Background: an optimization exercise with open tools, aiming at small area. Do not read the settings as production practice.
Only simulation tests tie the RTL to the original design; equivalence was not proved.
No driver is modelled on the clock port, so clock power and skew are understated where the tree is cut down; a real chip needs a root buffer or a tree.
Power is estimated from default activity; no workload was simulated.

// Snake
module Snake (
  input wire clk,
  input reset, left, right, up, down,
  output h_sync, v_sync,
  output [3:0] red, green, blue
);
clock: 10.0 ns
lec_check: 0
cap_margin: 20
core_margin: 2
core_utilization: 70
slew_margin: 20
standard.sh (not shown) runs the stock make flow with config.mk's settings and CLKGATE_MAP_FILE= SYNTH_SCRIPT=/design/flow/synth_recipe.tcl, a recipe that flattens the netlist after the stock synthesis.
==> flow/flow/run.sh <==
#!/bin/bash
# The standard layout (standard.sh), with two changes: the ports get the
# smallest buffer, and the clock tree is built by flow/cts_manual.tcl (the
# clock port drives one root buffer, which drives one buffer per spatial
# cluster of flip-flops) instead of TritonCTS.
set -euo pipefail
export BUFFER_PORTS_ARGS="-buffer_cell sky130_fd_sc_hd__buf_1"
export PRE_CTS_TCL="$PWD/flow/cts_manual.tcl"
export MCTS_NLEAF=4
export MCTS_ROOT=
export MCTS_BUF=sky130_fd_sc_hd__clkbuf_16
bash standard.sh > standard.log 2>&1
==> flow/flow/cts_manual.tcl <==
# Replaces TritonCTS with a one-level clock tree: the clock port drives NLEAF
# buffers, each driving one spatial cluster of the clock sinks.
proc clock_tree_synthesis { args } {
  set nleaf [expr { [info exists ::env(MCTS_NLEAF)] ? $::env(MCTS_NLEAF) : 4 }]
  set bufname [expr { [info exists ::env(MCTS_BUF)] ? $::env(MCTS_BUF) : "sky130_fd_sc_hd__clkbuf_8" }]
  set db [ord::get_db]
  set block [ord::get_db_block]
  set master [$db findMaster $bufname]
  set clk [$block findNet clk]
  set sinks {}
  foreach it [$clk getITerms] {
    set inst [$it getInst]
    set bb [$inst getBBox]
    lappend sinks [list $it [expr {([$bb xMin] + [$bb xMax]) / 2}] [expr {([$bb yMin] + [$bb yMax]) / 2}]]
  }
  set n [llength $sinks]
  puts "manual cts: $n sinks, $nleaf leaves of $bufname"
  # k-means clustering, initial centres spread along a sort by x then y
  set sorted [lsort -integer -index 1 $sinks]
  set cx {}; set cy {}
  for {set k 0} {$k < $nleaf} {incr k} {
    set s [lindex $sorted [expr {int(($k + 0.5) * $n / $nleaf)}]]
    lappend cx [lindex $s 1]; lappend cy [lindex $s 2]
  }
  for {set iter 0} {$iter < 50} {incr iter} {
    # capacity-limited assignment: sink-centre pairs in order of distance
    set cap [expr {int(ceil(double($n) / $nleaf))}]
    set pairs {}
    set i 0
    foreach s $sinks {
      for {set k 0} {$k < $nleaf} {incr k} {
        lappend pairs [list [expr {abs([lindex $s 1] - [lindex $cx $k]) + abs([lindex $s 2] - [lindex $cy $k])}] $i $k]
      }
      incr i
    }
    set pairs [lsort -real -index 0 $pairs]
    set asg [lrepeat $n -1]
    set used [lrepeat $nleaf 0]
    foreach p $pairs {
      lassign $p d i k
      if {[lindex $asg $i] >= 0} continue
      if {[lindex $used $k] >= $cap} continue
      lset asg $i $k
      lset used $k [expr {[lindex $used $k] + 1}]
    }
    set assign $asg
    # balance: cap cluster size
    set ncx {}; set ncy {}
    for {set k 0} {$k < $nleaf} {incr k} {
      set sx 0; set sy 0; set c 0
      foreach s $sinks a $assign { if {$a == $k} { set sx [expr {$sx + [lindex $s 1]}]; set sy [expr {$sy + [lindex $s 2]}]; incr c } }
      if {$c > 0} { lappend ncx [expr {$sx / $c}]; lappend ncy [expr {$sy / $c}] } else { lappend ncx [lindex $cx $k]; lappend ncy [lindex $cy $k] }
    }
    set cx $ncx; set cy $ncy
  }
  set src $clk
  if {[info exists ::env(MCTS_ROOT)] && $::env(MCTS_ROOT) ne ""} {
    set rinst [odb::dbInst_create $block [$db findMaster $::env(MCTS_ROOT)] "mcts_root"]
    set rnet [odb::dbNet_create $block "mcts_clknet_root"]
    $rnet setSigType CLOCK
    # move the port's sinks onto the root net
    [$rinst findITerm A] connect $clk
    [$rinst findITerm X] connect $rnet
    set sx 0; set sy 0
    foreach v $cx { set sx [expr {$sx + $v}] }
    foreach v $cy { set sy [expr {$sy + $v}] }
    $rinst setLocation [expr {int($sx / $nleaf)}] [expr {int($sy / $nleaf)}]
    $rinst setPlacementStatus PLACED
    set src $rnet
  }
  for {set k 0} {$k < $nleaf} {incr k} {
    set inst [odb::dbInst_create $block $master "mcts_leaf_$k"]
    set net [odb::dbNet_create $block "mcts_clknet_$k"]
    $net setSigType CLOCK
    [$inst findITerm A] connect $src
    [$inst findITerm X] connect $net
    $inst setLocation [expr {int([lindex $cx $k])}] [expr {int([lindex $cy $k])}]
    $inst setPlacementStatus PLACED
    set c 0
    foreach s $sinks a $assign {
      if {$a == $k} {
        set it [lindex $s 0]
        $it disconnect
        $it connect $net
        incr c
      }
    }
    puts "manual cts: leaf $k at ([lindex $cx $k], [lindex $cy $k]) drives $c sinks"
  }
  global_connect
}
The starting point completed without violations.
Next try:
--- a/flow/flow/run.sh
+++ b/flow/flow/run.sh
@@ -8,5 +8,5 @@
 export PRE_CTS_TCL="$PWD/flow/cts_manual.tcl"
-export MCTS_NLEAF=4
-export MCTS_ROOT=
-export MCTS_BUF=sky130_fd_sc_hd__clkbuf_16
+export MCTS_NLEAF=8
+export MCTS_ROOT=sky130_fd_sc_hd__clkbuf_8
+export MCTS_BUF=sky130_fd_sc_hd__clkbuf_8
 bash standard.sh > standard.log 2>&1
--- a/flow/config.mk
+++ b/flow/config.mk
@@ -9,3 +9,3 @@
 export CORE_MARGIN = 2
-export CORE_UTILIZATION = 70
+export CORE_UTILIZATION = 40
 export SLEW_MARGIN = 20
Utilization decreases by 30 points; wire length went down by 4.5%; total power goes up by 4.0%; via count falls by 5.8%; cell area rises by 2.2%.
Next try:
--- a/flow/flow/run.sh
+++ b/flow/flow/run.sh
@@ -8,5 +8,5 @@
 export PRE_CTS_TCL="$PWD/flow/cts_manual.tcl"
-export MCTS_NLEAF=8
-export MCTS_ROOT=sky130_fd_sc_hd__clkbuf_8
-export MCTS_BUF=sky130_fd_sc_hd__clkbuf_8
+export MCTS_NLEAF=4
+export MCTS_ROOT=
+export MCTS_BUF=sky130_fd_sc_hd__clkbuf_16
 bash standard.sh > standard.log 2>&1
Via count goes down by 0.66%.
Routed wire length goes down by 0.93%.
Final area is about the same.
Global-route usage goes down by 0.17 points.
No run of this note takes its clock network from TritonCTS; it comes from the design's own scripts or RTL.

== build 81 ==
Snake again, from the RTL that the note above started with.
export LEC_CHECK = 0
export CAP_MARGIN = 20
export CORE_MARGIN = 2
export CORE_UTILIZATION = 40
export CTS_BUF_LIST = sky130_fd_sc_hd__clkbuf_8
export SLEW_MARGIN = 20
create_clock -name core_clock -period 10.0 [get_ports {clk}]
run.sh (not shown) runs the stock make flow with config.mk's settings and CLKGATE_MAP_FILE= SYNTH_SCRIPT=/design/flow/synth_recipe.tcl, a recipe that flattens the netlist after the stock synthesis.
Stock flow here: none of the scripts above is used.
Per the final summary, build 81 finished and its layout is clean on timing, DRC and antenna.
## Diff of input files: build 52 against build 81
Settings: clearing CTS_BUF_LIST, which used to be sky130_fd_sc_hd__clkbuf_8.
==> flow/flow/run.sh (new file) <==
#!/bin/bash
# The standard layout, with the smallest buffer on the ports and a clock
# tree of clkbuf_8 without dummy loads.
set -euo pipefail
export BUFFER_PORTS_ARGS="-buffer_cell sky130_fd_sc_hd__buf_1"
export CTS_ARGS="-sink_clustering_enable -repair_clock_nets -buf_list sky130_fd_sc_hd__clkbuf_8 -dont_use_dummy_load"
bash standard.sh > standard.log 2>&1
==> flow/standard.sh (new file) <==
#!/bin/bash
# synth_recipe.tcl (not shown) runs the flow's synth.tcl, then flattens the netlist and writes it again
# the make line also repeats each setting of config.mk as NAME=value (left out here)
make -C /OpenROAD-flow-scripts/flow DESIGN_CONFIG=/design/flow/config.mk WORK_HOME=/design/flow/orfs CLKGATE_MAP_FILE= SYNTH_SCRIPT=/design/flow/synth_recipe.tcl "${@:-finish}"
removed: flow/run.sh
--- outcome ---
Delta (build 52 minus build 81): part of the power in combinational logic neither gained nor lost much, die outline area has remained practically unchanged, wire length of the first global-routing pass down about 0.7%.
Post-route clock period utilization delta (build 81 -> build 52): insignificant
Largest incremental delay on the critical path: build 81 vs build 52, no meaningful difference
#### Input delta (build 86 over build 52)
==> flow/run.sh (new file) <==
#!/bin/bash
# synth_recipe.tcl (not shown) runs the flow's synth.tcl, then flattens the netlist and writes it again
# the make line also repeats each setting of config.mk as NAME=value (left out here)
make -C /OpenROAD-flow-scripts/flow DESIGN_CONFIG=/design/flow/config.mk WORK_HOME=/design/flow/orfs CLKGATE_MAP_FILE= SYNTH_SCRIPT=/design/flow/synth_recipe.tcl finish
removed: flow/flow/run.sh
removed: flow/standard.sh
==> comparison <==
The final reports for build 86 and build 52 show overall routing resource usage higher in the former.
Build 52 -> build 86: cts-stage hold buffer count delta 0, exact match
| setup slack of the critical path after layout | lower: build 86 |
[build 86] final critical delay including setup and external delays rose 0.032 ns relative to build 52
Taking build 52 as the reference, in build 86 power now sits higher; worst clock skew on the final layout decreased 0.025 ns; final worst-path cycle share up 0.32 points; final non-filler cell area went up 5.4%.

Snake, a different RTL version from the one above (not shown whole).
Size in the first run: about 740 cells after synthesis, about 130 flip-flops, about 20 I/O pins, about 0.0075 mm^2 of cells after synthesis.
==> flow/config.mk <==
export PLATFORM = sky130hd
export DESIGN_NAME = Snake
export DESIGN_NICKNAME = Snake
export VERILOG_FILES = /design/flow/design.v
export SDC_FILE = /design/flow/constraint.sdc
export NUM_CORES = 4
export LEC_CHECK = 0
export CAP_MARGIN = 20
export CORE_MARGIN = 2
export CORE_UTILIZATION = 40
export SLEW_MARGIN = 20
==> flow/constraint.sdc <==
create_clock -name core_clock -period 10.0 [get_ports {clk}]
set_input_delay 2.0000 -clock core_clock [delete_from_list [all_inputs] [get_ports {clk}]]
set_output_delay 2.0000 -clock core_clock [all_outputs]
set_load 0.01 [all_outputs]
standard.sh (not shown) runs the stock make flow with config.mk's settings and CLKGATE_MAP_FILE= SYNTH_SCRIPT=/design/flow/synth_recipe.tcl, a recipe that flattens the netlist after the stock synthesis.
==> flow/flow/run.sh <==
#!/bin/bash
# The standard layout (standard.sh), with two changes: the ports get the
# smallest buffer, and the clock tree is built by flow/cts_manual.tcl (the
# clock port drives one root buffer, which drives one buffer per spatial
# cluster of flip-flops) instead of TritonCTS.
set -euo pipefail
export BUFFER_PORTS_ARGS="-buffer_cell sky130_fd_sc_hd__buf_1"
export PRE_CTS_TCL="$PWD/flow/cts_manual.tcl"
export MCTS_NLEAF=8
export MCTS_MODE=bisect
export MCTS_ROOT=sky130_fd_sc_hd__clkbuf_16
export MCTS_BUF=sky130_fd_sc_hd__clkbuf_8
bash standard.sh > standard.log 2>&1
Other scripts of this flow, unchanged in this note and not shown: flow/flow/cts_manual.tcl
==> next run, changes <==
==> flow/flow/run.sh (replaced) <==
#!/bin/bash
# The standard layout (standard.sh, standard synthesis unchanged), with two
# changes: the ports get the smallest buffer (buf_1), and the clock tree is
# built by flow/cts_manual.tcl instead of TritonCTS: the clock port drives one
# root buffer, which drives eight leaf buffers, each driving one of eight
# groups of flip-flops made by recursive bisection of their placement.
set -euo pipefail
export BUFFER_PORTS_ARGS="-buffer_cell sky130_fd_sc_hd__buf_1"
export PRE_CTS_TCL="$PWD/flow/cts_manual.tcl"
export MCTS_NLEAF=8
export MCTS_MODE=bisect
export MCTS_ROOT=sky130_fd_sc_hd__clkbuf_16
export MCTS_BUF=sky130_fd_sc_hd__clkbuf_8
bash standard.sh > standard.log 2>&1
After rerunning:
- sequential cell count is unchanged
- design area does not change
- worst setup slack does not change
- die area stays the same
In every run of this note, the design's own scripts or RTL, not TritonCTS, make the clock network.

-- port drivers added, routing unchanged --
The results above use ideal ports. As a check the final layouts listed here were re-extracted and re-timed, cells and wires unchanged.
Step 1 sets driving cells, clkbuf_16 on the clock port and buf_2 on the other inputs (assumed; they add their load-dependent delay and slew).
Step 2 times the ports against the registers' clock, not the clock port: input delays grow and output delays shrink by t, the midpoint of the rising clock arrivals with the driver on.
Three values: ideal, step 1, step 2; two values: the first two.
run	t, ns	slack for setup (ns)	worst setup path after step 2	worst slew at a driven data input, ns	cell pins on the clock port's net
the first run of note 1	0.259	2.762 / 2.762 / 2.762	register to register	0.03	4
the second run of note 1	0.430	2.967 / 2.967 / 2.967	register to register	0.03	1
the third run of note 1	0.262	2.954 / 2.954 / 2.954	register to register	0.03	4
build 81	0.478	2.972 / 2.972 / 2.972	register to register	0.03	1
build 52	0.475	2.975 / 2.975 / 2.975	register to register	0.03	1
build 86	0.458	2.943 / 2.943 / 2.943	register to register	0.03	1
the first run of note 3	0.381	2.920 / 2.920 / 2.920	register to register	0.03	1
the second run of note 3	0.381	2.920 / 2.920 / 2.920	register to register	0.03	1
After both steps setup and hold are still met in every run listed.
